From an optimization exercise on the open Yosys and OpenROAD flow, aimed at small area; shortcuts taken in it are not production practice.
At most, simulation tests tie the RTL to the original design; equivalence was not proved.
Only the layout flow was run in runs 5 to 7; the RTL was not checked for function there.
No activity file was given, so power comes from the tool's default toggle rates.

[flow/flow/run.sh]
#!/bin/bash
# Standard ORFS layout with custom clock-tree and port-buffer arguments.
set -euo pipefail
export CTS_ARGS="-sink_clustering_enable -repair_clock_nets -sink_clustering_size 22 -sink_clustering_max_diameter 50 -buf_list sky130_fd_sc_hd__clkbuf_8 -dont_use_dummy_load"
export BUFFER_PORTS_ARGS="-buffer_cell sky130_fd_sc_hd__buf_1"
bash standard.sh finish > orfs_make.log 2>&1
[flow/config.mk]
export PLATFORM = sky130hd
export DESIGN_NAME = TOP_MODULE
export DESIGN_NICKNAME = TOP_MODULE
export VERILOG_FILES = /design/flow/design.v
export SDC_FILE = /design/flow/constraint.sdc
export NUM_CORES = 4
export LEC_CHECK = 0
export CAP_MARGIN = 20
export CORE_MARGIN = 2
export CORE_UTILIZATION = 72
export SLEW_MARGIN = 20
[flow/constraint.sdc]
create_clock -name core_clock -period 10.0 [get_ports {CLK_100MHz}]
set_input_delay 2.0000 -clock core_clock [delete_from_list [all_inputs] [get_ports {CLK_100MHz}]]
set_output_delay 2.0000 -clock core_clock [all_outputs]
set_load 0.01 [all_outputs]
[flow/standard.sh]
#!/bin/bash
# synth_recipe.tcl (not shown) runs the flow's synth.tcl, then flattens the netlist and writes it again
# the make line also repeats each setting of config.mk as NAME=value (left out here)
make -C /OpenROAD-flow-scripts/flow DESIGN_CONFIG=/design/flow/config.mk WORK_HOME=/design/flow/orfs CLKGATE_MAP_FILE= SYNTH_SCRIPT=/design/flow/synth_recipe.tcl "${@:-finish}"
[flow/design.v]
module TOP_MODULE#(
    parameter NUM_DUT = 2,
    parameter UART_CNT_BAUDRATE = 216,
    parameter UART_FIFO_BYTE_SIZE = 3,
    parameter TEST_ENV_CMDS_BITWIDTH = 2,
    parameter TEST_ENV_ADR_WIDTH = 6,
    parameter TEST_ENV_DATA_BITWIDTH = 16
)(
    input wire          CLK_100MHz,
    input wire          RSTN,
    output wire [3:0]   LED,
    output reg          UART_TX,
    input wire          UART_RX
);
    localparam [9:0] T_SEED = 10'h3FF;
    localparam [9:0] T_MID  = 10'h05F;
    localparam [9:0] T_END  = 10'h329;
    localparam [5:0] DIN_SLOT = 6'd60;
    reg [9:0]  tmr;
    reg        late;     
    reg [3:0]  bst;      
    reg [1:0]  byte_i;   
    reg [23:0] sr;       
    reg        ans_ok;   
    wire idle     = (bst == 4'd0);
    wire bit_mid  = (tmr == T_MID);
    wire bit_end  = (tmr == T_END);
    wire last_bit = (bst == 4'd15);
    wire fr_last  = last_bit & (byte_i == 2'd2);
    wire step_a   = fr_last & late;
    wire step_b   = fr_last & bit_end;
    wire step_c   = idle & (byte_i == 2'd0);
    wire [5:0]  f_adr  = sr[5:0];
    wire [1:0]  f_cmd  = sr[7:6];
    wire [15:0] f_data = {sr[15:8], sr[23:16]};
    reg [1:0]  sel;
    reg        ledbit;
    reg        din_ok;   
    reg        evalid;   
    reg [15:0] rreg;     
    wire is_ctl   = (f_cmd == 2'd0);
    wire is_wr    = (f_cmd == 2'd1);
    wire start    = is_ctl & f_adr[0];
    wire [1:0] new_sel = (is_ctl & f_adr[1]) ? f_data[2:1] : sel;
    reg [15:0] head;
    always @(*) begin
        case ({sel[1], f_adr[0]})
            2'b00: head = sel[0] ? 16'h0610 : 16'h0410;
            2'b01: head = sel[0] ? 16'h0841 : 16'h0800;
            2'b10: head = 16'hF210;
            default: head = 16'h08FC;
        endcase
    end
    wire [15:0] rdata = (f_cmd == 2'd3) ? head : rreg;
    reg [15:0] ring [0:60];
    reg [5:0]  pc;
    wire at_adr = (pc == f_adr);
    wire at_din = (pc == DIN_SLOT);
    wire ram_wr = step_a & is_wr & (at_din | (at_adr & (sel == 2'd2)));
    wire r_ring = step_c & ((at_adr & (sel == 2'd2) & !is_wr) |
                            (at_din & (sel == 2'd1) & start & din_ok));
    wire r_const = (step_c & (sel == 2'd0)) |
                   (step_b & (new_sel == 2'd1) & (start ? !din_ok : !evalid));
    wire [15:0] r_k = idle ? 16'd123 : 16'd0;
    integer i;
    always @(posedge CLK_100MHz) begin
        ring[0] <= ram_wr ? f_data : ring[60];
        for (i = 1; i < 61; i = i + 1)
            ring[i] <= ring[i-1];
        if (r_ring)
            rreg <= ring[60];
        else if (r_const)
            rreg <= r_k;
    end
    wire pc_jump = &pc[4:0];
    always @(posedge CLK_100MHz) begin
        if (!RSTN)
            pc <= 6'd0;
        else
            pc <= {pc[4:2], pc[1] & !pc_jump, pc[0], ~(pc[5] ^ pc[4]) | pc_jump};
    end
    always @(posedge CLK_100MHz) begin
        tmr  <= (idle | bit_end) ? T_SEED : {tmr[8:0], tmr[9] ^ tmr[6]};
        late <= bit_mid | (late & !bit_end);
        if (bit_mid & bst[3])
            sr <= {UART_RX, sr[23:1]};
        else if (step_b) begin
            sr[15:8]  <= rdata[15:8];
            sr[23:16] <= rdata[7:0];
        end
    end
    always @(posedge CLK_100MHz) begin
        if (!RSTN) begin
            bst     <= 4'd0;
            byte_i  <= 2'd0;
            UART_TX <= 1'b1;
            ans_ok  <= 1'b0;
        end else begin
            if (idle) begin
                if (!UART_RX) begin
                    bst     <= 4'd7;
                    UART_TX <= 1'b0;
                end
            end else if (bit_end) begin
                bst     <= bst + 4'd1;
                UART_TX <= last_bit | (ans_ok & sr[0]);
                if (last_bit)
                    byte_i <= (byte_i == 2'd2) ? 2'd0 : byte_i + 2'd1;
            end
            if (step_b)
                ans_ok <= 1'b1;
        end
    end
    always @(posedge CLK_100MHz) begin
        if (!RSTN) begin
            sel    <= 2'd0;
            ledbit <= 1'b0;
            din_ok <= 1'b0;
            evalid <= 1'b0;
        end else if (step_b) begin
            sel <= new_sel;
            if (is_ctl & f_adr[3])
                ledbit <= ~ledbit;
            else if (is_ctl & f_adr[2])
                ledbit <= f_data[0];
            if (is_wr)
                din_ok <= 1'b1;
            evalid <= (new_sel == 2'd1) & (start | evalid);
        end
    end
    assign LED[0] = ledbit;
    assign LED[1] = step_b & start;
    assign LED[2] = sel[0];
    assign LED[3] = sel[1] | evalid;
endmodule
==> summary.md, run 1 <==
| Metric | Value |
|---|---|
| Most frequent cells in the layout | `dfxtp_1, clkbuf_8, edfxtp_1, a21oi_1, nor2_1` |
| Crit-path cells | `ha_1 > nand3_2 > or3b_2 > nor3_1 > buf_1` |
| Hold Path Class | `flop to flop` |
| Number of global-route vias before repair | `8171` |
| Sw Ratio | `18.82%` |
| Row count | `65` |
| Grt total ovfl | `0` |
| Fillers | `1780` |
| Commonest non-fill, non-tap cell in the layout | `dfxtp_1` |
| Core area | `between 30000 and 40000 µm²` |
| Area grow syn2layout | `5.315%` |
| Worst Path Required | `roughly 8.0 ns` |
| Arrival time at the worst endpoint | `2.28 ns` |
| Met2 routed WL | `10190 µm` |
| Crit path max-delay family | `simple AND/OR/NAND/NOR gates` |
| Routed WL per cell | `14.47 µm` |
| Worst slew margin | `32.40%` |
| Via density | `4.700` |
| Cell count after synthesis | `about 1.3k` |
| Pleak | `0.009395 µW` |
| Power per Cell Area | `241.9 nW/µm²` |
| Post-CTS sizing | `0` |
| Post-route clock period utilization | `42.84%` |
| Post-synth EDFFs | `40` |
| All-layer global routing usage | `~15%` |
| DP HPWL | `13260 µm` |
| Clock Power Share | `26.8%` |
| 1st-pass router iterations | `4` |
| Status | `timing/DRC/antenna clean` |
| Yosys Warn Count | `2` |
| Final Cell Area | `24050 µm²` |
| Switch Pwr | `1095 µW` |
| Critical-path top delay cell | `or3b_2` |
| Critical path type | `flop to output port` |
| Reg clk slew, reported paths | `0.11 ns` |
| Worst skew pair latency | `0.61 ns` |
| Endpoints failing hold | `0` |
| Max-cap viol count | `0` |
| Top routing layer in use | `met4` |
| Register area share after synthesis | `93.46%` |
| Share of cells above drive strength 1 | `6.198%` |
| Detail Route Antenna Nets | `0` |
| # hold bufs at CTS | `0` |
| I/O pin cnt | `8` |
| Die Y | `182.1 µm` |
| WP buf/inv | `1` |
| Setup TNS | `0 ns` |
| R2r setup slk | `7.36 ns` |
| Cell area after placement | `23290 µm²` |
| Clock Root Buffer | `clkbuf_8` |
| Die area | `about 33000 µm²` |
| Final wirelength | `24960 µm` |
| CTS tree | `done` |
| RSZ-0062 raised after global routing | `no` |
| Synth Flop Type | `dfxtp_1` |
| Actual slew at the worst max-slew pin | `1.011 ns` |
| Peak VDD IR | `188.3 µV` |
| Max stage delay on crit path | `0.49 ns` |
| Number of buffers on the longest clock path | `3` |
| Via count | `approximately 8k` |
| Mean Syn Cell Area | `17.88 µm²` |
| Initial Utilization | `72.74%` |
| Mapped cell area | `around 23000 µm²` |
| # port buffers | `7` |
| Achievable Freq | `about 230 MHz` |
| Synth unique cells | `54` |
| Critical Path End Type | `output port` |
| Gpl congestion | `0.7958` |
| Flop pwr share | `72.6%` |
| Internal power | `4721 µW` |
| CTS buffer count | `55` |
| Worst-path fanout max | `6` |
| CTS sink count | `1046` |
| Post-CTS Setup Repair Bufs | `0` |
| Diodes inserted | `0` |
| Post-layout min period | `4.284 ns` |
| Clock skew | `0.06352 ns` |
| Largest net degree at the start of global routing | `31` |
| Initial DRC count | `about 460` |
| Final net count | `1331` |
| #FFs+latches synth | `about 1.0k` |
| Met1 WL | `13220 µm` |
| Worst setup SP type | `flop` |
| Slew Limit Fails | `0` |
| Htree depth | `2` |
| Remaining DRCs | `0` |
| Post-synth net total | `roughly 1.3k` |
| Routed length on met3 | `around 940 µm` |
| First-pass GRT wire length | `41210 µm` |
| Asr flop ratio synth | `0%` |
| Combinational power share | `less than 1%` |
| Final setup fails | `0` |
| Initial antenna violation count | `0` |
| Die X | `182.1 µm` |
==> layout make-up <==
class | count | area (µm²) | area share [%]
Tap cell | 402 | 503.0 | 2.092
Inverter | 6 | 22.52 | 0.09365
Clock buffer | 55 | 757.0 | 3.148
Multi-Input combinational cell | 209 | 1399 | 5.817
Timing Repair Buffer | 7 | 26.28 | 0.1093
Sequential cell | 1046 | 21340 | 88.74
==> cell families after synthesis <==
group                      Yosys count  share of synthesized area (%)
DFF                               1046                          93.46
and+or+nand+nor                    121                          3.134
AOI/OAI and AO/OA                   57                          1.529
buffers and inverters               22                         0.4383
muxes                               20                         0.9699
xor gates and xnor gates             8                         0.3069
adders and majority gates            3                         0.1644
==> power by group through the flow <==
stage	combinational, µW	clock, µW	sequential [µW]
floorplan	25.1	0	4310
global placement	32.8	0	4310
detailed placement	34.7	0	4320
CTS	34.9	1620	4220
global route	37.8	1760	4220
finish	34.4	1560	4220
==> synth_stat cells (2+ instances only) <==
library cell / count / area share [%]
clkbuf_1: 10 / 0.16
nor3_1: 4 / 0.088
dfxtp_1: 1006 / 88
nand2_1: 13 / 0.21
a21oi_1: 32 / 0.70
nand2b_1: 5 / 0.14
and2_1: 7 / 0.19
and4_1: 12 / 0.46
and3_1: 6 / 0.16
ha_1: 3 / 0.16
o21a_1: 2 / 0.066
or3b_2: 2 / 0.077
mux2_2: 16 / 0.79
xor2_1: 6 / 0.23
inv_1: 6 / 0.099
buf_2: 2 / 0.044
mux2i_1: 3 / 0.13
a21boi_0: 3 / 0.099
nor2_1: 29 / 0.48
nor3b_1: 4 / 0.13
or2_2: 3 / 0.082
buf_4: 2 / 0.066
nand4_1: 3 / 0.082
edfxtp_1: 40 / 5.3
nand3_1: 11 / 0.24
or3_1: 5 / 0.14
nor2b_1: 5 / 0.14
xnor2_1: 2 / 0.077
or4b_1: 2 / 0.088
o21ai_0: 9 / 0.20
==> routing by layer <==
layer	global-route usage [%]	up-vias
met3	3.412	57
met4	5.065	0
li1	-	4141
met5	0	-
met2	22.34	100
met1	23.67	3810
==> registers in the layout (all words and copies together) (netlist names) <==
signal	cells
evalid	1
rreg	16
sr	24
UART_TX	1
bst	4
ledbit	1
ring	976
late	1
tmr	10
din_ok	1
sel	2
byte_i	2
ans_ok	1
pc	6
==> path summary, 6_finish.rpt <==
check	from	endpoint	cells after the start
max	bst[0]$_SDFFE_PN0P_	LED[1]	5
min	ring[24][9]$_DFF_P_	ring[25][9]$_DFF_P_	0
max reg2reg	bst[0]$_SDFFE_PN0P_	rreg[1]$_DFFE_PP_	4
min reg2reg	ring[24][9]$_DFF_P_	ring[25][9]$_DFF_P_	0
==> stage by stage <==
stage	total power (µW)	hold WS, ns	instances	util (%)	setup slack [ns]
after floorplan	4338	0.3096	1277	-	6.509
after global placement	4347	0.3104	1670	74.19	6.357
after detailed placement	4350	0.3121	1670	74.19	6.367
after CTS	5871	0.2935	1725	76.60	5.647
after global routing	6018	0.2836	1725	76.60	5.452
final	5816	0.2874	1725	76.60	5.716
==> inputs of run 2 (changes only) <==
==> flow/flow/run.sh (replaced) <==
#!/bin/bash
# Standard ORFS layout with custom clock-tree and port-buffer arguments.
set -euo pipefail
export CTS_ARGS="-sink_clustering_enable -repair_clock_nets -sink_clustering_size 20 -sink_clustering_max_diameter 45 -buf_list sky130_fd_sc_hd__clkbuf_8 -dont_use_dummy_load"
export BUFFER_PORTS_ARGS="-buffer_cell sky130_fd_sc_hd__buf_1"
bash standard.sh finish > orfs_make.log 2>&1
==> summary.md, run 2 <==
| Metric | Value |
|---|---|
| Gpl congestion | `0.7958` |
| Number of buffers on the longest clock path | `3` |
| Worst slew margin | `a little under a third` |
| Cell count after synthesis | `1277` |
| Critical path type | `flop to output port` |
| Endpoints failing hold | `0` |
| Final setup fails | `0` |
| Arrival time at the worst endpoint | `2.25 ns` |
| Detail Route Antenna Nets | `0` |
| 1st-pass router iterations | `4` |
| Synth area leader | `dfxtp_1` |
| Max FFs per register | `976` |
| Post-synth net total | `1283` |
| Critical-path top delay cell | `or3b_2` |
| Via count | `8141` |
| Area contributors post-synth | `dfxtp_1, edfxtp_1, mux2_2` |
| RSZ-0062 raised after global routing | `no` |
| Share of cells above drive strength 1 | `6.551%` |
| Routed WL per cell | `roughly 15 µm` |
| Commonest non-fill, non-tap cell in the layout | `dfxtp_1` |
| Post-route clock period utilization | `42.54%` |
| Register area share after synthesis | `between 90 and 100%` |
| CTS tree | `done` |
| Largest Register | `ring` |
| Initial DRC count | `413` |
| Post-layout min period | `4.254 ns` |
| Yosys Warn Count | `2` |
| Post-CTS Setup Repair Bufs | `0` |
| Worst setup SP type | `flop` |
| # port buffers | `7` |
| Via density | `4.706` |
| Grt total ovfl | `0` |
| Row count | `65` |
| DP HPWL | `roughly 13000 µm` |
| Most frequent cells in the layout | `dfxtp_1, clkbuf_8, edfxtp_1, a21oi_1, nor2_1` |
| Status | `timing/DRC/antenna clean` |
| Worst-path fanout max | `6` |
| Achievable Freq | `235.1 MHz` |
| Core area | `roughly 31000 µm²` |
| Crit path max-delay family | `simple AND/OR/NAND/NOR gates` |
| Clock Root Buffer | `clkbuf_8` |
| CTS buffer count | `60` |
| Htree depth | `2` |
| Initial Utilization | `72.74%` |
| Area grow syn2layout | `5.617%` |
| Clock skew | `0.04899 ns` |
| Post-synth EDFFs | `40` |
| Pleak | `between 0.009 and 0.01 µW` |
| Die area | `33150 µm²` |
| # hold bufs at CTS | `0` |
| Power per Cell Area | `243.6 nW/µm²` |
| Mapped cell area | `approximately 23000 µm²` |
| Peak VDD IR | `193.1 µV` |
| Biggest regs | `ring x976, sr x24, rreg x16` |
| Die X | `182.1 µm` |
| #FFs+latches synth | `1046` |
| Mean Syn Cell Area | `17.88 µm²` |
| Hold Path Class | `flop to flop` |
| Final wirelength | `25190 µm` |
| Die Y | `182.1 µm` |
| Critical path depth | `5` |
| Synth top cells by count | `dfxtp_1, edfxtp_1, a21oi_1, nor2_1, mux2_2` |
| WP buf/inv | `1` |
| Max stage delay on crit path | `0.49 ns` |
| Diodes inserted | `0` |
| Reg clk slew, reported paths | `0.11 ns` |
| Critical Path End Type | `output port` |
| Worst R2R Path Depth | `5` |
| Setup TNS | `0 ns` |
| Number of global-route vias before repair | `8272` |
| Synth unique cells | `54` |
| Post-synth top area share | `around 90%` |
| I/O pin cnt | `8` |
| Post-CTS sizing | `0` |
| Slew Limit Fails | `0` |
| Asr flop ratio synth | `0%` |
| All-layer global routing usage | `approximately 16%` |
| Remaining DRCs | `0` |
| Fillers | `1765` |
| WHS | `approximately 0.28 ns` |
| Crit-path cells | `ha_1 > nand3_2 > or3b_2 > nor3_1 > buf_1` |
| First-pass GRT wire length | `between 40000 and 50000 µm` |
| Largest net degree at the start of global routing | `31` |
| Final net count | `roughly 1.3k` |
| Most frequent cell after synthesis | `dfxtp_1` |
| Worst skew pair latency | `0.63 ns` |
| CTS sink count | `1046` |
| Worst Path Required | `8.00 ns` |
| Synth Flop Type | `dfxtp_1` |
| Worst hold path cell count | `0` |
| Actual slew at the worst max-slew pin | `1.019 ns` |
| Initial antenna violation count | `0` |
| Max-cap viol count | `0` |
## run 2: cell count changes in the layout (fill, tap and decap cells not counted)
| cell | delta |
|---|---|
| clkbuf_8 | +5 |
## run 2: cells by family after synthesis
group	after synthesis	synth area share, %
fa+ha+maj	3	0.1644
xor+xnor	8	0.3069
simple gates	121	3.134
mux	20	0.9699
flops	1046	93.46
compound gates	57	1.529
buf+inv	22	0.4383
## run 2: metal layers
metal	track usage, %	wire [µm]	vias up
met4	6.032	643	0
li1	-	-	4145
met3	3.572	934	54
met2	22.72	10290	103
met1	23.69	13320	3839
met5	0	0	-
## run 2: stage by stage
| step | cells | util, % | area (µm²) | total power [µW] | setup WS [ns] |
|---|---|---|---|---|---|
| floorplan | 1277 | - | 22830 | 4338 | 6.509 |
| global placement | 1670 | 74.19 | 23290 | 4347 | 6.357 |
| detailed placement | 1670 | 74.19 | 23290 | 4350 | 6.367 |
| CTS | 1730 | 76.82 | 24120 | 5936 | 5.674 |
| global route | 1730 | 76.82 | 24120 | 6080 | 5.504 |
| finish | 1730 | 76.82 | 24120 | 5874 | 5.746 |
## run 2: layout make-up
class / count / area (µm²) / area share (%)
tap: 402 / 503.0 / 2.086
clock buffer: 60 / 825.8 / 3.424
multi-input combinational: 209 / 1399 / 5.800
sequential: 1046 / 21340 / 88.49
inverter: 6 / 22.52 / 0.09339
timing repair buffer: 7 / 26.28 / 0.1089
## run 2: path summary, 6_finish.rpt
check | start | endpoint | slack [ns]
worst max register to register | sr[0]$_DFFE_PP_ | rreg[0]$_DFFE_PP_ | 7.32
worst min-delay path | ring[0][3]$_DFF_P_ | ring[1][3]$_DFF_P_ | 0.28
worst max-delay path | bst[0]$_SDFFE_PN0P_ | LED[1] | 5.75
worst min register to register | ring[0][3]$_DFF_P_ | ring[1][3]$_DFF_P_ | 0.28
## run 2: worst register-to-register path, cell delays in order, from the launching register on
cell and delay, ns:
edfxtp_1 0.59, xor2_1 0.22, nor3_1 0.22, nand4b_1 0.26, o21ai_0 0.26, a32o_1 0.73
## run 2: report_power, final
group	internal (µW)	switching, µW	leakage [µW]
clock network	540	1080	0.000431
registers	4210	9.15	0.00845
logic	11.9	22.6	0.000552
==> inputs of run 3 (changes only) <==
--- a/flow/design.v
+++ b/flow/design.v
@@ -16,17 +16,15 @@
     localparam [9:0] T_MID  = 10'h05F;
     localparam [9:0] T_END  = 10'h329;
-    localparam [5:0] DIN_SLOT = 6'd60;
     reg [9:0]  tmr;
-    reg        late;     
-    reg [3:0]  bst;      
+    reg [3:0]  bst;
     reg [1:0]  byte_i;   
     reg [23:0] sr;       
     reg        ans_ok;   
-    wire idle     = (bst == 4'd0);
+    wire idle     = (bst == 4'd1);
     wire bit_mid  = (tmr == T_MID);
     wire bit_end  = (tmr == T_END);
-    wire last_bit = (bst == 4'd15);
+    wire last_bit = (bst == 4'd0);
     wire fr_last  = last_bit & (byte_i == 2'd2);
-    wire step_a   = fr_last & late;
+    wire step_a   = fr_last;
     wire step_b   = fr_last & bit_end;
     wire step_c   = idle & (byte_i == 2'd0);
@@ -56,5 +54,5 @@
     reg [5:0]  pc;
     wire at_adr = (pc == f_adr);
-    wire at_din = (pc == DIN_SLOT);
+    wire at_din = &pc[5:2];    
     wire ram_wr = step_a & is_wr & (at_din | (at_adr & (sel == 2'd2)));
     wire r_ring = step_c & ((at_adr & (sel == 2'd2) & !is_wr) |
@@ -82,5 +80,4 @@
     always @(posedge CLK_100MHz) begin
         tmr  <= (idle | bit_end) ? T_SEED : {tmr[8:0], tmr[9] ^ tmr[6]};
-        late <= bit_mid | (late & !bit_end);
         if (bit_mid & bst[3])
             sr <= {UART_RX, sr[23:1]};
@@ -92,5 +89,5 @@
     always @(posedge CLK_100MHz) begin
         if (!RSTN) begin
-            bst     <= 4'd0;
+            bst     <= 4'd1;
             byte_i  <= 2'd0;
             UART_TX <= 1'b1;
@@ -102,9 +99,12 @@
                     UART_TX <= 1'b0;
                 end
-            end else if (bit_end) begin
-                bst     <= bst + 4'd1;
-                UART_TX <= last_bit | (ans_ok & sr[0]);
-                if (last_bit)
-                    byte_i <= (byte_i == 2'd2) ? 2'd0 : byte_i + 2'd1;
+            end else begin
+                if ((bit_mid & !last_bit) | (bit_end & last_bit))
+                    bst <= bst + 4'd1;
+                if (bit_end) begin
+                    UART_TX <= last_bit | (ans_ok & sr[0]);
+                    if (last_bit)
+                        byte_i <= (byte_i == 2'd2) ? 2'd0 : byte_i + 2'd1;
+                end
             end
             if (step_b)
==> flow/flow/run.sh (replaced) <==
#!/bin/bash
# Standard ORFS layout with custom clock-tree and port-buffer arguments.
set -euo pipefail
export CTS_ARGS="-sink_clustering_enable -repair_clock_nets -sink_clustering_size 22 -sink_clustering_max_diameter 50 -buf_list sky130_fd_sc_hd__clkbuf_8 -dont_use_dummy_load"
export BUFFER_PORTS_ARGS="-buffer_cell sky130_fd_sc_hd__buf_1"
bash standard.sh finish > orfs_make.log 2>&1
--- a/flow/config.mk
+++ b/flow/config.mk
@@ -8,4 +8,4 @@
 export CAP_MARGIN = 20
 export CORE_MARGIN = 2
-export CORE_UTILIZATION = 72
+export CORE_UTILIZATION = 70
 export SLEW_MARGIN = 20
==> summary.md, run 3 <==
| Metric | Value |
|---|---|
| Detail Route Antenna Nets | `0` |
| RSZ-0062 raised after global routing | `no` |
| Synth unique cells | `57` |
| Worst slew margin | `35.71%` |
| Routed WL per cell | `14.27 µm` |
| Critical path depth | `6` |
| Power per Cell Area | `244.1 nW/µm²` |
| Clock Root Buffer | `clkbuf_8` |
| Htree depth | `2` |
| 1st-pass router iterations | `4` |
| Crit-path cells | `inv_1 > ha_1 > and4b_1 > nand4_1 > nor2_1 > buf_1` |
| Core area | `32370 µm²` |
| Largest net degree at the start of global routing | `30` |
| Clock skew | `0.07256 ns` |
| I/O pin cnt | `8` |
| Final std cells w/o fill | `1759` |
| CTS tree | `done` |
| WP buf/inv | `2` |
| Cell area after placement | `roughly 23000 µm²` |
| # port buffers | `7` |
| Final Cell Area | `24100 µm²` |
| Asr flop ratio synth | `0%` |
| Post-route clock period utilization | `approximately two fifths` |
| Power Total | `5882 µW` |
| Via density | `4.541` |
| Arrival time at the worst endpoint | `2.19 ns` |
| Gpl congestion | `0.8156` |
| Largest Register | `ring` |
| Worst skew pair latency | `around 0.63 ns` |
| Critical-path top delay cell | `dfxtp_1` |
| CTS sink count | `1045` |
| Post-layout min period | `4.192 ns` |
| Achievable Freq | `238.6 MHz` |
| Reg clk slew, reported paths | `0.11 ns` |
| Row count | `66` |
| Yosys Warn Count | `2` |
| Final net count | `1326` |
| Remaining DRCs | `0` |
| Multi-input gate area | `1394 µm²` |
| Share of cells above drive strength 1 | `6.454%` |
| Initial antenna violation count | `0` |
| Status | `timing/DRC/antenna clean` |
| Worst Path Required | `approximately 8 ns` |
| Synth Flop Type | `dfxtp_1` |
| Biggest regs | `ring x976, sr x24, rreg x16` |
| Number of global-route vias before repair | `8058` |
| Pleak | `0.009475 µW` |
| Max stage delay on crit path | `0.35 ns` |
| Synth area leader | `dfxtp_1` |
| First-pass GRT wire length | `41320 µm` |
| Dpl cells | `~1.7k` |
| Area contributors post-synth | `dfxtp_1, edfxtp_1, mux2_4` |
| Peak VDD IR | `between 200 and 250 µV` |
| DP HPWL | `12930 µm` |
| Die X | `184.7 µm` |
| Fillers | `1907` |
| Grt total ovfl | `0` |
| Final WS setup | `5.808 ns` |
| #FFs+latches synth | `1045` |
| Die area | `34100 µm²` |
| Initial DRC count | `432` |
| Number of buffers on the longest clock path | `3` |
| Max FFs per register | `976` |
| Final wirelength | `25110 µm` |
| Worst hold path cell count | `0` |
| Post-place setup slack | `6.393 ns` |
| Diodes inserted | `0` |
| Commonest non-fill, non-tap cell in the layout | `dfxtp_1` |
| Slew Limit Fails | `0` |
| Worst setup SP type | `flop` |
| Initial Utilization | `70.59%` |
| Register area | `around 21000 µm²` |
| Worst R2R Path Depth | `5` |
| Post-CTS sizing | `0` |
| Hold Path Class | `flop to flop` |
| Final setup fails | `0` |
| Cell count after synthesis | `about 1.3k` |
| Post-synth top area share | `between 80 and 90%` |
| Via count | `roughly 8.0k` |
| Die Y | `184.7 µm` |
| Setup TNS | `0 ns` |
| Worst-path fanout max | `6` |
| Critical Path End Type | `output port` |
| Endpoints failing hold | `0` |
| Mean Syn Cell Area | `~18 µm²` |
| Crit path max-delay family | `simple AND/OR/NAND/NOR gates` |
| # hold bufs at CTS | `0` |
| Area grow syn2layout | `5.459%` |
| Critical path type | `flop to output port` |
| Post-synth net total | `1277` |
| Most frequent cells in the layout | `dfxtp_1, clkbuf_8, edfxtp_1, a21oi_1, nor2_1` |
| CTS buffer count | `56` |
| Max-cap viol count | `0` |
| All-layer global routing usage | `15.43%` |
| Mapped cell area | `about 23000 µm²` |
| Synth top cells by count | `dfxtp_1, edfxtp_1, a21oi_1, nor2_1` |
| Most frequent cell after synthesis | `dfxtp_1` |
| Register area share after synthesis | `93.30%` |
| Post-CTS Setup Repair Bufs | `0` |
| Actual slew at the worst max-slew pin | `0.9644 ns` |
| Post-synth EDFFs | `40` |
[run 3: cell types whose count changed after synthesis, moves of 5 or more]
cell     before  now
o21a_1        2    7
xnor2_1       2    7
and2_1        7   14
mux2_4        0   11
xor2_1        6    0
and4_1       12    1
mux2_2       16    6
[run 3: cell type report]
class	instances	share of cell area, %
sequential	1045	88.47
multi-input combinational	202	5.784
clock buffer	56	3.198
tap	442	2.295
timing repair buffer	9	0.1713
inverter	5	0.07788
[run 3: per-layer routing]
layer | routed length (µm) | track usage, %
met1 | 13510 | 23.69
met2 | 10050 | 21.86
met3 | 876 | 3.082
met4 | 675 | 5.873
met5 | 0 | 0
[run 3: cells by family (layout without fill, tap and decap cells)]
kind of cell	after synthesis	count (layout)	share of synthesized area [%]
compound gates	61	61	1.730
xor+xnor	7	7	0.2683
fa+ha+maj	4	4	0.2190
buf+inv	23	70	0.6242
flops	1045	1045	93.30
mux	20	20	1.150
simple gates	110	110	2.705
[run 3: path summary, 6_finish.rpt]
path                        from             endpoint  slack, ns
min          ring[13][0]$_DFF_P_  ring[14][0]$_DFF_P_       0.25
max          bst[0]$_SDFFE_PN1P_               LED[1]       5.81
min reg2reg  ring[13][0]$_DFF_P_  ring[14][0]$_DFF_P_       0.25
max reg2reg      sr[0]$_DFFE_PP_   ring[0][1]$_DFF_P_       7.61
[run 3: stage by stage]
stage          util [%]  hold slack, ns
5_1_grt           74.44          0.2521
6_report          74.44          0.2523
4_1_cts           74.44          0.2542
3_5_place_dp      72.06          0.3121
3_3_place_gp      72.06          0.3105
2_1_floorplan         -          0.3096
[run 3: report_power, final]
group	switching [µW]	internal, µW
clock	1070	506
combinational	40.5	27.5
sequential	11.6	4220
total	1130	4760
==> inputs of run 4 (changes only) <==
--- a/flow/config.mk
+++ b/flow/config.mk
@@ -8,4 +8,4 @@
 export CAP_MARGIN = 20
 export CORE_MARGIN = 2
-export CORE_UTILIZATION = 70
+export CORE_UTILIZATION = 72
 export SLEW_MARGIN = 20
==> summary.md, run 4 <==
| Metric | Value |
|---|---|
| Pleak | `approximately 0.0095 µW` |
| Final Core Density | `about three quarters` |
| Via density | `4.648` |
| Diodes inserted | `0` |
| Yosys Warn Count | `2` |
| Final setup fails | `0` |
| Clock Root Buffer | `clkbuf_8` |
| Largest Register | `ring` |
| Status | `timing/DRC/antenna clean` |
| Worst skew pair latency | `0.62 ns` |
| Post-CTS Setup Repair Bufs | `0` |
| Worst Path Required | `8.00 ns` |
| # hold bufs at CTS | `0` |
| Core area | `31390 µm²` |
| Most frequent cell after synthesis | `dfxtp_1` |
| Peak VDD IR | `172.9 µV` |
| CTS tree | `done` |
| # port buffers | `7` |
| Most frequent cells in the layout | `dfxtp_1, clkbuf_8, edfxtp_1, a21oi_1, nor2_1` |
| Mean Syn Cell Area | `17.99 µm²` |
| Critical-path top delay cell | `dfxtp_1` |
| Actual slew at the worst max-slew pin | `0.9744 ns` |
| Asr flop ratio synth | `0%` |
| Post-CTS sizing | `0` |
| Grt total ovfl | `0` |
| Routed WL per cell | `14.56 µm` |
| Detail Route Antenna Nets | `0` |
| Final wirelength | `25000 µm` |
| Area grow syn2layout | `5.119%` |
| Max FFs per register | `976` |
| Worst-path fanout max | `6` |
| CTS sink count | `1045` |
| Via count | `7981` |
| Initial Utilization | `72.79%` |
| Htree depth | `2` |
| Synth Flop Type | `dfxtp_1` |
| Die X | `between 150 and 200 µm` |
| Post-synth top area share | `88.05%` |
| Hold Path Class | `flop to flop` |
| Area contributors post-synth | `dfxtp_1, edfxtp_1, mux2_4` |
| Initial DRC count | `roughly 430` |
| Final std cells w/o fill | `1717` |
| Mapped cell area | `22850 µm²` |
| Die Y | `182.2 µm` |
| RSZ-0062 raised after global routing | `no` |
| Endpoints failing hold | `0` |
| Final net count | `1324` |
| Achievable Freq | `~240 MHz` |
| Worst setup SP type | `flop` |
| Dpl cells | `1663` |
| Power per Cell Area | `243.9 nW/µm²` |
| Number of buffers on the longest clock path | `3` |
| I/O pin cnt | `8` |
| Register area share after synthesis | `between 90 and 100%` |
| All-layer global routing usage | `between 10% and 20%` |
| Initial antenna violation count | `0` |
| Max stage delay on crit path | `0.37 ns` |
| Worst slew margin | `35.04%` |
| Row count | `65` |
| Cell count after synthesis | `1270` |
| Synth unique cells | `57` |
| Die area | `between 30000 and 40000 µm²` |
| Arrival time at the worst endpoint | `2.22 ns` |
| Critical path type | `flop to output port` |
| Slew Limit Fails | `0` |
| DP HPWL | `13050 µm` |
| Synth area leader | `dfxtp_1` |
| Post-place setup slack | `6.406 ns` |
| Post-layout min period | `4.219 ns` |
| Reg clk slew, reported paths | `0.12 ns` |
| Crit-path cells | `inv_1 > ha_1 > and4b_1 > nand4_1 > nor2_1 > buf_1` |
| Max-cap viol count | `0` |
| Post-route clock period utilization | `between 40% and 50%` |
| Critical Path End Type | `output port` |
| Number of global-route vias before repair | `8105` |
| Commonest non-fill, non-tap cell in the layout | `dfxtp_1` |
| First-pass GRT wire length | `~41000 µm` |
| Post-synth net total | `approximately 1.3k` |
| Final WS setup | `5.781 ns` |
| Clock skew | `0.05333 ns` |
| Largest net degree at the start of global routing | `30` |
| #FFs+latches synth | `1045` |
| Share of cells above drive strength 1 | `6.312%` |
| Gpl congestion | `~0.8` |
| 1st-pass router iterations | `4` |
| Biggest regs | `ring x976, sr x24, rreg x16` |
| Synth top cells by count | `dfxtp_1, edfxtp_1, a21oi_1, nor2_1` |
| CTS buffer count | `54` |
| Setup TNS | `0 ns` |
| Post-synth EDFFs | `40` |
| Remaining DRCs | `0` |
## run 4: cell counts after synthesis
Identical to the previous run, type by type.
## run 4: cell type report
cell class / instances / area, µm²
Sequential cell: 1045 / 21320
Fill cell: 1747 / 7372
Multi-Input combinational cell: 202 / 1394
Clock buffer: 54 / 743.2
Tap cell: 402 / 503.0
Timing Repair Buffer: 9 / 41.29
Inverter: 5 / 18.77
## run 4: critical path: cells and delay by family (launching register included)
kind | cells | cell delay (ns)
fa+ha+maj | 1 | 0.20
simple gates | 3 | 0.80
flops | 1 | 0.37
buf+inv | 2 | 0.26
## run 4: per-stage QoR
stage               hold WS (ns)  cell area [µm²]  power (µW)
floorplan                 0.3096            22850        4376
global route              0.3096            24020        6062
detailed placement        0.3121            23280        4396
global placement          0.3105            23280        4393
finish                    0.3119            24020        5858
CTS                       0.3054            24020        5905
## run 4: metal layers
layer	global-route usage [%]	vias up	routed length (µm)
met5	0	-	0
met4	4.710	0	570
met3	3.193	46	971
met2	22.44	119	10130
met1	24.03	3716	13330
li1	-	4100	-
## run 4: worst paths after layout
check | start | to | slack, ns | depth (start not counted)
max | bst[0]$_SDFFE_PN1P_ | LED[1] | 5.78 | 6
max reg2reg | sr[0]$_DFFE_PP_ | ring[0][0]$_DFF_P_ | 7.62 | 5
min | ring[13][6]$_DFF_P_ | ring[14][6]$_DFF_P_ | 0.31 | 0
min reg2reg | ring[13][6]$_DFF_P_ | ring[14][6]$_DFF_P_ | 0.31 | 0
## run 4: where the power goes
part           internal (µW)  switching [µW]  total, µW
Clock                    490            1070       1560
Sequential              4220            11.8       4230
Combinational           27.5            40.3       67.8
## run 4: kinds of logic (layout without fill, tap and decap cells)
logic type                 Yosys count  in the layout  share of synthesized area, %
DFF                               1045           1045                         93.30
and+or+nand+nor                    110            110                         2.705
xor gates and xnor gates             7              7                        0.2683
adders and majority gates            4              4                        0.2190
AOI/OAI and AO/OA                   61             61                         1.730
muxes                               20             20                         1.150
buffers and inverters               23             68                        0.6242
==> inputs of run 5 (changes only) <==
--- a/flow/design.v
+++ b/flow/design.v
@@ -50,5 +50,5 @@
         endcase
     end
-    wire [15:0] rdata = (f_cmd == 2'd3) ? head : rreg;
+    wire [15:0] rdata = (f_cmd == 2'd3) ? head : (sel == 2'd0) ? 16'd123 : rreg;
     reg [15:0] ring [0:60];
     reg [5:0]  pc;
@@ -58,7 +58,5 @@
     wire r_ring = step_c & ((at_adr & (sel == 2'd2) & !is_wr) |
                             (at_din & (sel == 2'd1) & start & din_ok));
-    wire r_const = (step_c & (sel == 2'd0)) |
-                   (step_b & (new_sel == 2'd1) & (start ? !din_ok : !evalid));
-    wire [15:0] r_k = idle ? 16'd123 : 16'd0;
+    wire r_const = step_b & (new_sel == 2'd1) & (start ? !din_ok : !evalid);
     integer i;
     always @(posedge CLK_100MHz) begin
@@ -69,5 +67,5 @@
             rreg <= ring[60];
         else if (r_const)
-            rreg <= r_k;
+            rreg <= 16'd0;
     end
     wire pc_jump = &pc[4:0];
==> summary.md, run 5 <==
| Metric | Value |
|---|---|
| Crit-path cells | `or4b_4 > nor4_4 > nand2b_1 > nor2_1 > buf_1` |
| Row count | `65` |
| Reg clk slew, reported paths | `0.11 ns` |
| Routed WL per cell | `14.13 µm` |
| Final WS setup | `approximately 5.5 ns` |
| Worst R2R Path Depth | `6` |
| # hold bufs at CTS | `0` |
| Power per Cell Area | `242.7 nW/µm²` |
| Final setup fails | `0` |
| R2r setup slk | `7.11 ns` |
| Remaining DRCs | `0` |
| Max FFs per register | `976` |
| Core area | `31390 µm²` |
| First-pass GRT wire length | `40030 µm` |
| Synth Flop Type | `dfxtp_1` |
| Register area share after synthesis | `93.59%` |
| Htree depth | `2` |
| Critical R2R Capture | `rreg[7]$_SDFFCE_PN0P_` |
| Synth area leader | `dfxtp_1` |
| Actual slew at the worst max-slew pin | `~0.9 ns` |
| Post-synth net total | `~1.3k` |
| Detail Route Antenna Nets | `0` |
| Die area | `between 30000 and 40000 µm²` |
| Post-place setup slack | `6.173 ns` |
| Critical R2R Launch | `bst[1]$_SDFFE_PN0P_` |
| Die Y | `181.9 µm` |
| Clock skew | `0.08469 ns` |
| DP HPWL | `13280 µm` |
| #FFs+latches synth | `1045` |
| Gpl congestion | `0.8137` |
| RSZ-0062 raised after global routing | `no` |
| Synth top cells by count | `dfxtp_1, edfxtp_1, nor2_1, and2_1, nand2_1` |
| Initial Utilization | `approximately 73%` |
| Power Total | `around 5800 µW` |
| Mapped cell area | `approximately 23000 µm²` |
| Final wirelength | `approximately 24000 µm` |
| Initial DRC count | `between 300 and 400` |
| Clock Root Buffer | `clkbuf_8` |
| Hold Path Class | `flop to flop` |
| Most frequent cells in the layout | `dfxtp_1, clkbuf_8, edfxtp_1, nor2_1, and2_1` |
| Diodes inserted | `0` |
| # port buffers | `7` |
| Biggest regs | `ring x976, sr x24, rreg x16` |
| Register area | `around 21000 µm²` |
| Area grow syn2layout | `5.449%` |
| CTS sink count | `1045` |
| Number of buffers on the longest clock path | `3` |
| Mean Syn Cell Area | `17.92 µm²` |
| Final net count | `1329` |
| Synth unique cells | `54` |
| Status | `timing/DRC/antenna clean` |
| Hold path startpoint | `ring[4][14]$_DFF_P_` |
| Slew Limit Fails | `0` |
| Number of global-route vias before repair | `7985` |
| Post-CTS sizing | `0` |
| Worst-path fanout max | `9` |
| Setup TNS | `0 ns` |
| Multi-input gate area | `between 1000 and 1500 µm²` |
| Grt total ovfl | `0` |
| Asr flop ratio synth | `0%` |
| Yosys Warn Count | `2` |
| Largest Register | `ring` |
| Pleak | `0.009493 µW` |
| CTS buffer count | `55` |
| Worst setup SP type | `flop` |
| Die X | `181.9 µm` |
| Initial antenna violation count | `0` |
| Area contributors post-synth | `dfxtp_1, edfxtp_1, mux2_2` |
| Most frequent cell after synthesis | `dfxtp_1` |
| Cell count after synthesis | `around 1.3k` |
| Via density | `4.667` |
| Max-cap viol count | `0` |
| Max stage delay on crit path | `0.56 ns` |
| WHS Endpoint | `ring[5][14]$_DFF_P_` |
| Critical-path top delay cell | `or4b_4` |
| Via count | `8037` |
| Arrival time at the worst endpoint | `approximately 2.5 ns` |
| Post-CTS Setup Repair Bufs | `0` |
| 1st-pass router iterations | `4` |
| Worst skew pair latency | `0.63 ns` |
| Critical path type | `flop to output port` |
| Post-synth EDFFs | `40` |
| Endpoints failing hold | `0` |
| Largest net degree at the start of global routing | `23` |
| Worst hold path cell count | `0` |
| CTS tree | `done` |
| Post-synth top area share | `between 80% and 90%` |
| Critical Path End Type | `output port` |
| Worst Path Required | `about 8.0 ns` |
| Share of cells above drive strength 1 | `6.667%` |
| All-layer global routing usage | `15.12%` |
| Fillers | `around 1.7k` |
| Peak VDD IR | `194.3 µV` |
| Post-layout min period | `4.455 ns` |
| Post-route clock period utilization | `44.55%` |
| I/O pin cnt | `8` |
| Achievable Freq | `224.5 MHz` |
| Commonest non-fill, non-tap cell in the layout | `dfxtp_1` |
| Worst slew margin | `40.99%` |
==> run 5: metal layers <==
| layer | vias to the layer above | track usage [%] | wire, µm |
|---|---|---|---|
| met1 | 3773 | 24.10 | 13310 |
| met4 | 0 | 5.419 | 660 |
| met3 | 62 | 3.149 | 973 |
| li1 | 4098 | - | - |
| met5 | - | 0 | 0 |
| met2 | 104 | 20.69 | 9382 |
==> run 5: layout make-up <==
class / instances / area share [%]
Timing Repair Buffer: 7 / 0.1094
Tap cell: 402 / 2.094
Sequential cell: 1045 / 88.75
Multi-Input combinational cell: 208 / 5.813
Inverter: 5 / 0.07813
Clock buffer: 55 / 3.151
==> run 5: logic make-up (layout without fill, tap and decap cells) <==
| kind of cell | after synthesis | in the layout | share of synthesized area [%] |
|---|---|---|---|
| flip-flops | 1045 | 1045 | 93.59 |
| AND/OR/NAND/NOR | 125 | 125 | 3.131 |
| AO/OA/AOI/OAI | 50 | 50 | 1.401 |
| multiplexers | 21 | 21 | 1.016 |
| buffers and inverters | 18 | 67 | 0.3350 |
| XOR/XNOR | 8 | 8 | 0.3075 |
| adder cells (fa/ha/maj) | 4 | 4 | 0.2197 |
==> run 5: worst max-delay path: cells and delay by family (launching register included) <==
family	cells	cell delay, ns
AND/OR/NAND/NOR	4	1.38
flip-flops	1	0.34
buffers and inverters	1	0.17
==> run 5: worst max-delay path by stage <==
stage                  end  cells after the start               from  slack, ns
floorplan           LED[1]                      4  tmr[1]$_SDFF_PP1_       6.46
global placement    LED[1]                      5  tmr[1]$_SDFF_PP1_       6.18
detailed placement  LED[1]                      5  tmr[1]$_SDFF_PP1_       6.17
CTS                 LED[1]                      5  tmr[1]$_SDFF_PP1_       5.52
global route        LED[1]                      5  tmr[2]$_SDFF_PP1_       5.37
finish              LED[1]                      5  tmr[1]$_SDFF_PP1_       5.55
==> run 5: report_power, final <==
group / leakage, µW / internal [µW] / switching [µW]
Combinational: 0.000603 / 26.7 / 38.0
Clock: 0.000395 / 498 / 1060
Sequential: 0.00849 / 4190 / 10.1
==> run 5: metrics by stage <==
step	instances	instance area, µm²	hold slack (ns)	util [%]
5_1_grt	1722	24020	0.3109	76.52
2_1_floorplan	1271	22780	0.3096	-
4_1_cts	1722	24010	0.2978	76.49
3_5_place_dp	1667	23260	0.3121	74.08
3_3_place_gp	1667	23260	0.3098	74.08
6_report	1722	24020	0.3082	76.52
==> inputs of run 6 (changes only) <==
==> flow/flow/run.sh (replaced) <==
#!/bin/bash
# Standard ORFS layout with custom clock-tree and port-buffer arguments.
set -euo pipefail
export CTS_ARGS="-sink_clustering_enable -repair_clock_nets -sink_clustering_size 21 -sink_clustering_max_diameter 45 -buf_list sky130_fd_sc_hd__clkbuf_8 -dont_use_dummy_load"
export BUFFER_PORTS_ARGS="-buffer_cell sky130_fd_sc_hd__buf_1"
bash standard.sh finish > orfs_make.log 2>&1
==> summary.md, run 6 <==
| Metric | Value |
|---|---|
| Worst-path fanout max | `9` |
| Reg clk slew, reported paths | `0.12 ns` |
| Post-synthesis mux area share | `1.016%` |
| CTS buffer count | `60` |
| Flop pwr share | `71.3%` |
| Die X | `181.9 µm` |
| 1st-pass router iterations | `4` |
| Arrival time at the worst endpoint | `approximately 2.5 ns` |
| Final wirelength | `between 20000 and 30000 µm` |
| Detail Route Antenna Nets | `0` |
| Power per Cell Area | `244.8 nW/µm²` |
| Die area | `33080 µm²` |
| Worst Path Required | `8.00 ns` |
| Final setup fails | `0` |
| Commonest non-fill, non-tap cell in the layout | `dfxtp_1` |
| Endpoints failing hold | `0` |
| Via count | `8110` |
| Initial DRC count | `391` |
| Post-synth net total | `about 1.3k` |
| CTS sink count | `1045` |
| Mapped cell area | `22780 µm²` |
| Die Y | `181.9 µm` |
| Synth Area in Compound Gates | `1.401%` |
| Synth Flop Type | `dfxtp_1` |
| Hold Path Class | `flop to flop` |
| Post-synthesis xor/xnor area fraction | `0.3076%` |
| Register area | `21320 µm²` |
| Slew Limit Fails | `0` |
| Clock skew | `0.09706 ns` |
| Post-synth top area share | `about nine tenths` |
| Cell count after synthesis | `1271` |
| # port buffers | `7` |
| CTS tree | `done` |
| Fillers | `1668` |
| Post-route clock period utilization | `45.24%` |
| Multi-input gate area | `1396 µm²` |
| I/O pin cnt | `8` |
| Area grow syn2layout | `5.751%` |
| Cell area after placement | `23260 µm²` |
| Setup TNS | `0 ns` |
| Achievable Freq | `221.1 MHz` |
| Largest net degree at the start of global routing | `22` |
| Worst setup SP type | `flop` |
| Remaining DRCs | `0` |
| # hold bufs at CTS | `0` |
| Most frequent cells in the layout | `dfxtp_1, clkbuf_8, edfxtp_1, nor2_1, and2_1` |
| Pleak | `0.009529 µW` |
| Core area | `31390 µm²` |
| Routed WL per cell | `roughly 15 µm` |
| Actual slew at the worst max-slew pin | `0.8730 ns` |
| Htree depth | `2` |
| RSZ-0062 raised after global routing | `no` |
| Share of cells above drive strength 1 | `7.019%` |
| Final Cell Area | `24090 µm²` |
| Post-synth EDFFs | `40` |
| Internal power | `4761 µW` |
| Post-CTS sizing | `0` |
| Clock Root Buffer | `clkbuf_8` |
| Max FFs per register | `between 900 and 1k` |
| Peak VDD IR | `203.3 µV` |
| Biggest regs | `ring x976, sr x24, rreg x16` |
| Critical Path End Type | `output port` |
| Final net count | `1334` |
| #FFs+latches synth | `~1.0k` |
| Max-cap viol count | `0` |
| Diodes inserted | `0` |
| Synth top cells by count | `dfxtp_1, edfxtp_1, nor2_1, and2_1, nand2_1` |
| Synth unique cells | `54` |
| Asr flop ratio synth | `0%` |
| Mean Syn Cell Area | `17.92 µm²` |
| Initial antenna violation count | `0` |
| Register area share after synthesis | `93.59%` |
| Initial Utilization | `roughly 73%` |
| Post-layout min period | `4.524 ns` |
| Critical path type | `flop to output port` |
| Status | `timing/DRC/antenna clean` |
| Number of global-route vias before repair | `8252` |
| Combinational family with the most area after synthesis | `simple AND/OR/NAND/NOR gates` |
| All-layer global routing usage | `16.27%` |
| Via density | `4.696` |
| Synth area leader | `dfxtp_1` |
| Worst skew pair latency | `0.65 ns` |
| Clock Power Share | `27.6%` |
| Grt total ovfl | `0` |
| Combinational power share | `1.1%` |
| Adder-cell share of the synthesized area | `less than 1%` |
| Area contributors post-synth | `dfxtp_1, edfxtp_1, mux2_2` |
| Sw Ratio | `19.26%` |
| Yosys Warn Count | `2` |
| Number of buffers on the longest clock path | `3` |
| Worst slew margin | `41.80%` |
| Gpl congestion | `0.8137` |
| Largest Register | `ring` |
| Most frequent cell after synthesis | `dfxtp_1` |
| First-pass GRT wire length | `42400 µm` |
| Post-Synth Simple-Gate Area | `3.131%` |
| Row count | `65` |
| DP HPWL | `13280 µm` |
| Switch Pwr | `roughly 1100 µW` |
| Post-CTS Setup Repair Bufs | `0` |
==> run 6: cell counts after synthesis <==
Identical to the previous run, type by type.
==> run 6: cell families after synthesis <==
kind of cell / Yosys count
flops: 1045
simple gates: 125
compound gates: 50
mux: 21
buf+inv: 18
xor+xnor: 8
fa+ha+maj: 4
==> run 6: power by group through the flow <==
| stage | combinational [µW] | clock, µW | sequential, µW |
|---|---|---|---|
| finish | 64.9 | 1630 | 4200 |
| CTS | 63.3 | 1680 | 4200 |
| detailed placement | 62.9 | 0 | 4300 |
| global placement | 60.9 | 0 | 4300 |
| global route | 72.1 | 1820 | 4210 |
| floorplan | 49.7 | 0 | 4300 |
==> run 6: through the flow <==
step                utilization, %  power (µW)  hold WS [ns]  instances  setup WS (ns)
finish                       76.74        5897        0.2566       1727          5.477
global route                 76.74        6099        0.2598       1727          5.285
CTS                          76.71        5952        0.2645       1727          5.436
detailed placement           74.08        4362        0.3121       1667          6.173
global placement             74.08        4359        0.3098       1667          6.178
floorplan                        -        4347        0.3096       1271          6.465
==> run 6: final cells by class <==
class                   instances  area share (%)
multi-input cells             208           5.796
inverters                       5         0.07791
well taps                     402           2.088
flip-flops and latches       1045           88.50
repair buffers                  7          0.1091
clock buffers                  60           3.428
==> run 6: worst paths after layout <==
check,startpoint,end,slack (ns),cells past startpoint
max,tmr[1]$_SDFF_PP1_,LED[1],5.48,5
min,ring[13][8]$_DFF_P_,ring[14][8]$_DFF_P_,0.26,0
max reg2reg,bst[1]$_SDFFE_PN0P_,rreg[10]$_SDFFCE_PN0P_,7.07,6
min reg2reg,ring[13][8]$_DFF_P_,ring[14][8]$_DFF_P_,0.26,0
==> run 6: critical path: stages, from the launching register on <==
cell and delay [ns]:
dfxtp_1 0.35, or4b_4 0.56, nor4_4 0.39, nand2b_1 0.23
nor2_1 0.20, buf_1 0.17
==> run 6: metal layers <==
layer  wire length [µm]  track usage (%)  up-vias
li1                   -                -     4113
met1              13570            24.89     3829
met2              10740            23.40      116
met3               1044            3.450       52
met4                610            5.710        0
met5                  0                0        -
==> inputs of run 7 (changes only) <==
==> flow/flow/run.sh (replaced) <==
#!/bin/bash
# Standard ORFS layout with custom clock-tree and port-buffer arguments.
set -euo pipefail
export CTS_ARGS="-sink_clustering_enable -repair_clock_nets -sink_clustering_size 23 -sink_clustering_max_diameter 50 -buf_list sky130_fd_sc_hd__clkbuf_8 -dont_use_dummy_load"
export BUFFER_PORTS_ARGS="-buffer_cell sky130_fd_sc_hd__buf_1"
bash standard.sh finish > orfs_make.log 2>&1
--- a/flow/config.mk
+++ b/flow/config.mk
@@ -8,4 +8,4 @@
 export CAP_MARGIN = 20
 export CORE_MARGIN = 2
-export CORE_UTILIZATION = 72
+export CORE_UTILIZATION = 70
 export SLEW_MARGIN = 20
==> summary.md, run 7 <==
| Metric | Value |
|---|---|
| CTS buffer count | `54` |
| Htree depth | `2` |
| Status | `timing/DRC/antenna clean` |
| Routed length on met3 | `~920 µm` |
| Critical path type | `flop to output port` |
| Top routing layer in use | `met4` |
| Worst slew margin | `between 40% and 50%` |
| Final wirelength | `around 25000 µm` |
| Power per Cell Area | `242.2 nW/µm²` |
| Worst Setup EP | `LED[1]` |
| Synth top cells by count | `dfxtp_1, edfxtp_1, nor2_1, and2_1, nand2_1` |
| Max-cap viol count | `0` |
| Worst skew pair latency | `0.64 ns` |
| Sw Ratio | `a little under a fifth` |
| Post-CTS Setup Repair Bufs | `0` |
| Detail Route Antenna Nets | `0` |
| WHS | `~0.3 ns` |
| Die X | `184.4 µm` |
| Worst-path fanout max | `9` |
| CTS tree | `done` |
| Crit path max-delay family | `simple AND/OR/NAND/NOR gates` |
| Critical R2R Launch | `sr[0]$_DFFE_PP_` |
| Peak VDD IR | `192.5 µV` |
| Biggest regs | `ring x976, sr x24, rreg x16` |
| Max FFs per register | `about 1000` |
| Worst R2R Path Depth | `6` |
| Internal power | `around 4700 µW` |
| Largest net degree at the start of global routing | `24` |
| Critical-path top delay cell | `or4b_4` |
| Synth unique cells | `54` |
| Max stage delay on crit path | `0.53 ns` |
| Post-route clock period utilization | `between 40% and 50%` |
| #FFs+latches synth | `about 1.0k` |
| Gpl congestion | `0.8161` |
| Synth area leader | `dfxtp_1` |
| Final setup fails | `0` |
| Met1 WL | `~14000 µm` |
| Crit path from | `tmr[2]$_SDFF_PP1_` |
| R2r setup slk | `between 7 and 8 ns` |
| Mean Syn Cell Area | `17.92 µm²` |
| I/O pin cnt | `8` |
| Slew Limit Fails | `0` |
| Final net count | `1331` |
| Initial DRC count | `381` |
| Via count | `approximately 8k` |
| Row count | `66` |
| Register area | `21320 µm²` |
| Die area | `34000 µm²` |
| Die Y | `184.4 µm` |
| Post-place setup slack | `6.100 ns` |
| Area contributors post-synth | `dfxtp_1, edfxtp_1, mux2_2` |
| Core area | `32290 µm²` |
| Critical R2R Capture | `rreg[7]$_SDFFCE_PN0P_` |
| # port buffers | `7` |
| Yosys Warn Count | `2` |
| Largest Register | `ring` |
| Remaining DRCs | `0` |
| Most frequent cell after synthesis | `dfxtp_1` |
| First-pass GRT wire length | `41080 µm` |
| Post-synth EDFFs | `40` |
| Synth Flop Type | `dfxtp_1` |
| WP buf/inv | `1` |
| Area grow syn2layout | `5.652%` |
| Clock Power Share | `26.7%` |
| Pleak | `around 0.0095 µW` |
| Cell area after placement | `23320 µm²` |
| Endpoints failing hold | `0` |
| 1st-pass router iterations | `4` |
| Register area share after synthesis | `about 94%` |
| Post-synth net total | `between 1k and 1.5k` |
| Multi-input gate area | `1384 µm²` |
| Met2 routed WL | `around 9500 µm` |
| Final Cell Area | `between 20000 and 25000 µm²` |
| CTS sink count | `1045` |
| Crit-path cells | `or4b_4 > nor4_4 > nand2b_1 > nor2_1 > buf_1` |
| Clock skew | `0.08637 ns` |
| Arrival time at the worst endpoint | `2.54 ns` |
| Power Total | `5830 µW` |
| Via density | `approximately 4.5` |
| Diodes inserted | `0` |
| RSZ-0062 raised after global routing | `no` |
| Commonest non-fill, non-tap cell in the layout | `dfxtp_1` |
| Number of buffers on the longest clock path | `3` |
| Fillers | `1813` |
| Combinational power share | `under 10%` |
| Setup TNS | `0 ns` |
| # hold bufs at CTS | `0` |
| Reg clk slew, reported paths | `about 0.12 ns` |
| Post-CTS sizing | `0` |
| Grt total ovfl | `0` |
| Flop pwr share | `72.1%` |
| Actual slew at the worst max-slew pin | `0.7732 ns` |
| Switch Pwr | `~1100 µW` |
| Asr flop ratio synth | `0%` |
| DP HPWL | `13440 µm` |
| Post-layout min period | `4.536 ns` |
| Number of global-route vias before repair | `7820` |
| Routed WL per cell | `14.00 µm` |
| Cell count after synthesis | `1271` |
| Share of cells above drive strength 1 | `roughly 6.6%` |
| Mapped cell area | `22780 µm²` |
| Clock Root Buffer | `clkbuf_8` |
| Post-synth top area share | `88.32%` |
| Achievable Freq | `220.5 MHz` |
| Initial antenna violation count | `0` |
| All-layer global routing usage | `15.36%` |
| Most frequent cells in the layout | `dfxtp_1, clkbuf_8, edfxtp_1, nor2_1, and2_1` |
| Critical Path End Type | `output port` |
| Worst setup SP type | `flop` |
| Critical path depth | `5` |
| Hold Path Class | `flop to flop` |
| Worst Path Required | `8.00 ns` |
| Final WS setup | `5.465 ns` |
| Initial Utilization | `70.55%` |
==> run 7: changes by cell type in the layout (fill, tap and decap cells not counted) <==
cell      change
o21ai_2       -1
nor3b_2       -1
nor3b_1       +1
clkbuf_8      -6
a21oi_1       +1
a21oi_2       -1
o21ai_1       +1
buf_4         +3
==> run 7: logic make-up after synthesis <==
family / synth area share, %
mux: 1.016
compound gates: 1.401
xor+xnor: 0.3075
simple gates: 3.131
flops: 93.59
buf+inv: 0.3350
fa+ha+maj: 0.2197
==> run 7: per-layer routing <==
metal | vias up | track usage [%]
met2 | 96 | 20.33
met1 | 3704 | 24.93
met3 | 58 | 3.339
met4 | 0 | 5.344
li1 | 4108 | -
met5 | - | 0
==> run 7: power by group through the flow <==
stage          sequential (µW)  combinational, µW  clock, µW
2_1_floorplan             4300               49.7          0
3_3_place_gp              4300               71.7          0
3_5_place_dp              4300               71.0          0
4_1_cts                   4210               71.5       1600
5_1_grt                   4210               79.9       1750
6_report                  4200               70.2       1550
==> run 7: final cells by class <==
cell class,count,area share [%]
clock buffers,54,3.088
inverters,5,0.07798
well taps,442,2.298
repair buffers,10,0.2027
multi-input cells,208,5.750
flip-flops and latches,1045,88.58
==> run 7: worst min-delay path by stage <==
stage / startpoint / endpoint / slack [ns] / depth (start not counted)
2_1_floorplan: ring[9][0]$_DFF_P_ / ring[10][0]$_DFF_P_ / 0.31 / 0
3_3_place_gp: ring[59][9]$_DFF_P_ / ring[60][9]$_DFF_P_ / 0.31 / 0
3_5_place_dp: ring[12][2]$_DFF_P_ / ring[13][2]$_DFF_P_ / 0.31 / 0
4_1_cts: ring[2][7]$_DFF_P_ / ring[3][7]$_DFF_P_ / 0.30 / 0
5_1_grt: ring[2][7]$_DFF_P_ / ring[3][7]$_DFF_P_ / 0.30 / 0
6_report: ring[2][7]$_DFF_P_ / ring[3][7]$_DFF_P_ / 0.29 / 0
==> run 7: through the flow <==
step	std cells	util (%)
2_1_floorplan	1271	-
3_3_place_gp	1709	72.22
3_5_place_dp	1710	72.24
4_1_cts	1764	74.54
5_1_grt	1764	74.54
6_report	1764	74.54
==> inputs of run 8 (changes only) <==
--- a/flow/design.v
+++ b/flow/design.v
@@ -50,5 +50,5 @@
         endcase
     end
-    wire [15:0] rdata = (f_cmd == 2'd3) ? head : (sel == 2'd0) ? 16'd123 : rreg;
+    wire [15:0] rdata = (f_cmd == 2'd3) ? head : rreg;
     reg [15:0] ring [0:60];
     reg [5:0]  pc;
@@ -58,5 +58,7 @@
     wire r_ring = step_c & ((at_adr & (sel == 2'd2) & !is_wr) |
                             (at_din & (sel == 2'd1) & start & din_ok));
-    wire r_const = step_b & (new_sel == 2'd1) & (start ? !din_ok : !evalid);
+    wire r_const = (step_c & (sel == 2'd0)) |
+                   (step_b & (new_sel == 2'd1) & (start ? !din_ok : !evalid));
+    wire [15:0] r_k = idle ? 16'd123 : 16'd0;
     integer i;
     always @(posedge CLK_100MHz) begin
@@ -67,5 +69,5 @@
             rreg <= ring[60];
         else if (r_const)
-            rreg <= 16'd0;
+            rreg <= r_k;
     end
     wire pc_jump = &pc[4:0];
--- a/flow/config.mk
+++ b/flow/config.mk
@@ -8,4 +8,4 @@
 export CAP_MARGIN = 20
 export CORE_MARGIN = 2
-export CORE_UTILIZATION = 70
+export CORE_UTILIZATION = 72
 export SLEW_MARGIN = 20
==> summary.md, run 8 <==
| Metric | Value |
|---|---|
| Commonest non-fill, non-tap cell in the layout | `dfxtp_1` |
| Clock Root Buffer | `clkbuf_8` |
| Area grow syn2layout | `5.060%` |
| Achievable Freq | `237.1 MHz` |
| Power Total | `5840 µW` |
| First-pass GRT wire length | `roughly 41000 µm` |
| # port buffers | `7` |
| Core area | `31390 µm²` |
| Row count | `65` |
| Gpl congestion | `0.8008` |
| Routed WL per cell | `14.35 µm` |
| Peak VDD IR | `around 180 µV` |
| Crit-path cells | `inv_1 > ha_1 > and4b_1 > nand4_1 > nor2_1 > buf_1` |
| Critical-path top delay cell | `dfxtp_1` |
| Die Y | `182.2 µm` |
| Die area | `33180 µm²` |
| Endpoints failing hold | `0` |
| Initial Utilization | `72.79%` |
| Clock skew | `0.08764 ns` |
| Post-synth top area share | `88.05%` |
| Critical path type | `flop to output port` |
| Initial DRC count | `around 440` |
| All-layer global routing usage | `15.37%` |
| Cell count after synthesis | `1270` |
| Register area share after synthesis | `a little over 90%` |
| WHS | `0.3073 ns` |
| Post-synth net total | `1277` |
| Switch Pwr | `1110 µW` |
| RSZ-0062 raised after global routing | `no` |
| Clock Power Share | `26.4%` |
| Max stage delay on crit path | `0.37 ns` |
| Final std cells w/o fill | `1716` |
| Flop pwr share | `72.5%` |
| Worst-path fanout max | `6` |
| Final net count | `~1.3k` |
| Asr flop ratio synth | `0%` |
| CTS sink count | `1045` |
| Power per Cell Area | `243.3 nW/µm²` |
| Most frequent cell after synthesis | `dfxtp_1` |
| Detail Route Antenna Nets | `0` |
| Synth top cells by count | `dfxtp_1, edfxtp_1, a21oi_1, nor2_1` |
| Hold Path Class | `flop to flop` |
| Initial antenna violation count | `0` |
| Via density | `roughly 4.6` |
| CTS buffer count | `53` |
| Combinational power share | `under 10%` |
| Htree depth | `2` |
| Synth area leader | `dfxtp_1` |
| Worst slew margin | `35.41%` |
| Pleak | `0.009453 µW` |
| Worst Path Required | `~8 ns` |
| Internal power | `roughly 4700 µW` |
| Worst setup SP type | `flop` |
| Slew Limit Fails | `0` |
| Die X | `182.2 µm` |
| I/O pin cnt | `8` |
| Post-route clock period utilization | `42.18%` |
| Area contributors post-synth | `dfxtp_1, edfxtp_1, mux2_4` |
| Number of global-route vias before repair | `roughly 8k` |
| Dpl cells | `1663` |
| CTS tree | `done` |
| Remaining DRCs | `0` |
| Mean Syn Cell Area | `17.99 µm²` |
| Actual slew at the worst max-slew pin | `roughly 0.97 ns` |
| WP buf/inv | `2` |
| Final setup fails | `0` |
| Arrival time at the worst endpoint | `around 2.2 ns` |
| Reg clk slew, reported paths | `between 0.1 and 0.15 ns` |
| Worst skew pair latency | `0.63 ns` |
| Post-synth EDFFs | `40` |
| Sw Ratio | `19.01%` |
| 1st-pass router iterations | `4` |
| Status | `timing/DRC/antenna clean` |
| # hold bufs at CTS | `0` |
| Crit path max-delay family | `simple AND/OR/NAND/NOR gates` |
| Setup TNS | `0 ns` |
| Most frequent cells in the layout | `dfxtp_1, clkbuf_8, edfxtp_1, a21oi_1, nor2_1` |
| Max FFs per register | `976` |
| Synth unique cells | `57` |
| Biggest regs | `ring x976, sr x24, rreg x16` |
| Synth Flop Type | `dfxtp_1` |
| Number of buffers on the longest clock path | `3` |
| Fillers | `1749` |
| Final wirelength | `24630 µm` |
| Largest net degree at the start of global routing | `30` |
| Via count | `around 8k` |
| Largest Register | `ring` |
| Grt total ovfl | `0` |
| Critical Path End Type | `output port` |
| #FFs+latches synth | `between 1k and 1.5k` |
| Diodes inserted | `0` |
| Post-CTS Setup Repair Bufs | `0` |
| DP HPWL | `13050 µm` |
| Post-layout min period | `4.218 ns` |
| Max-cap viol count | `0` |
| Mapped cell area | `about 23000 µm²` |
| Post-CTS sizing | `0` |
| Yosys Warn Count | `2` |
| Share of cells above drive strength 1 | `6.240%` |
-- run 8: cell count changes after synthesis, sizes merged, moves of 3 or more --
cell and change:
a21oi +12, and2 -8, nand2 -8, buf +7, nand2b +5, o21a +4, or2 -4, xor2 -4
a22oi +3, and3 -3, nand3 +3, o21ai -3, xnor2 +3
-- run 8: worst paths after layout --
| path | end | start | cells past startpoint | slack (ns) |
|---|---|---|---|---|
| setup reg to reg | ring[0][0]$_DFF_P_ | sr[0]$_DFFE_PP_ | 5 | 7.61 |
| hold reg to reg | ring[42][6]$_DFF_P_ | ring[41][6]$_DFF_P_ | 0 | 0.31 |
| hold / removal | ring[42][6]$_DFF_P_ | ring[41][6]$_DFF_P_ | 0 | 0.31 |
| setup / recovery | LED[1] | bst[0]$_SDFFE_PN1P_ | 6 | 5.78 |
-- run 8: cells by family (layout without fill, tap and decap cells) --
kind of cell             Yosys count  in the layout  share of synthesized area (%)
multiplexers                      20             20                          1.150
AND/OR/NAND/NOR                  110            110                          2.705
XOR/XNOR                           7              7                         0.2683
buffers and inverters             23             67                         0.6242
adder cells (fa/ha/maj)            4              4                         0.2190
AO/OA/AOI/OAI                     61             61                          1.730
flip-flops                      1045           1045                          93.30
-- run 8: worst register-to-register path, stage by stage (launching register included) --
cell and delay [ns]:
edfxtp_1 0.62, xnor2_1 0.23, nand3_1 0.13, nor2_1 0.16, o211a_1 0.74, mux2_2 0.44
-- run 8: cell type report --
cell class	count	area, µm²	area share (%)
clock buffer	53	729.5	3.039
inverter	5	18.77	0.07818
multi-input combinational	202	1394	5.806
sequential	1045	21320	88.81
tap	402	503.0	2.095
timing repair buffer	9	41.29	0.1720
-- run 8: power by group through the flow --
stage | clock (µW) | sequential, µW | combinational [µW]
finish | 1540 | 4230 | 67.8
global route | 1730 | 4240 | 75.4
CTS | 1590 | 4230 | 68.0
detailed placement | 0 | 4330 | 67.8
global placement | 0 | 4330 | 66.3
floorplan | 0 | 4330 | 51.0
-- run 8: per-stage QoR --
step | util, % | area [µm²] | setup WS, ns
after CTS | 76.47 | 24010 | 5.733
final | 76.47 | 24010 | 5.782
after global routing | 76.47 | 24010 | 5.524
after global placement | 74.15 | 23280 | 6.452
after floorplan | - | 22850 | 6.768
after detailed placement | 74.15 | 23280 | 6.406
-- run 8: layer usage --
metal | share of wire [%] | routed length (µm) | global-route usage [%]
met1 | 54 | 13240 | 23.94
met2 | 40 | 9825 | 21.83
met3 | 3.7 | 916 | 3.013
met4 | 2.6 | 651 | 5.355
met5 | 0 | 0 | 0

[what the ideal ports hide]
The results above use ideal ports. As a check the final layouts listed here were re-extracted and re-timed, cells and wires unchanged. Step 1, drivers: a clkbuf_16 drives CLK_100MHz and a buf_2 each remaining input, both assumed. Step 2 also shifts input and output timing later by t, the mid clock arrival at the registers, as if the neighbouring blocks saw the same clock. Slacks: ideal ports / drivers / drivers and shift; pairs: ideal ports / drivers.
run	t, ns	setup WS [ns]	latest minus earliest clock arrival (ns)
run 1	0.632	5.716 / 5.669 / 6.301	0.070 / 0.070
run 2	0.663	5.746 / 5.698 / 6.361	0.061 / 0.061
run 3	0.647	5.808 / 5.760 / 6.407	0.084 / 0.084
run 4	0.643	5.781 / 5.732 / 6.374	0.054 / 0.053
run 5	0.638	5.545 / 5.499 / 6.137	0.088 / 0.088
run 6	0.648	5.476 / 5.432 / 6.081	0.104 / 0.105
run 7	0.643	5.465 / 5.416 / 6.059	0.088 / 0.088
run 8	0.635	5.782 / 5.735 / 6.370	0.094 / 0.095
After both steps every run listed still meets setup and hold.
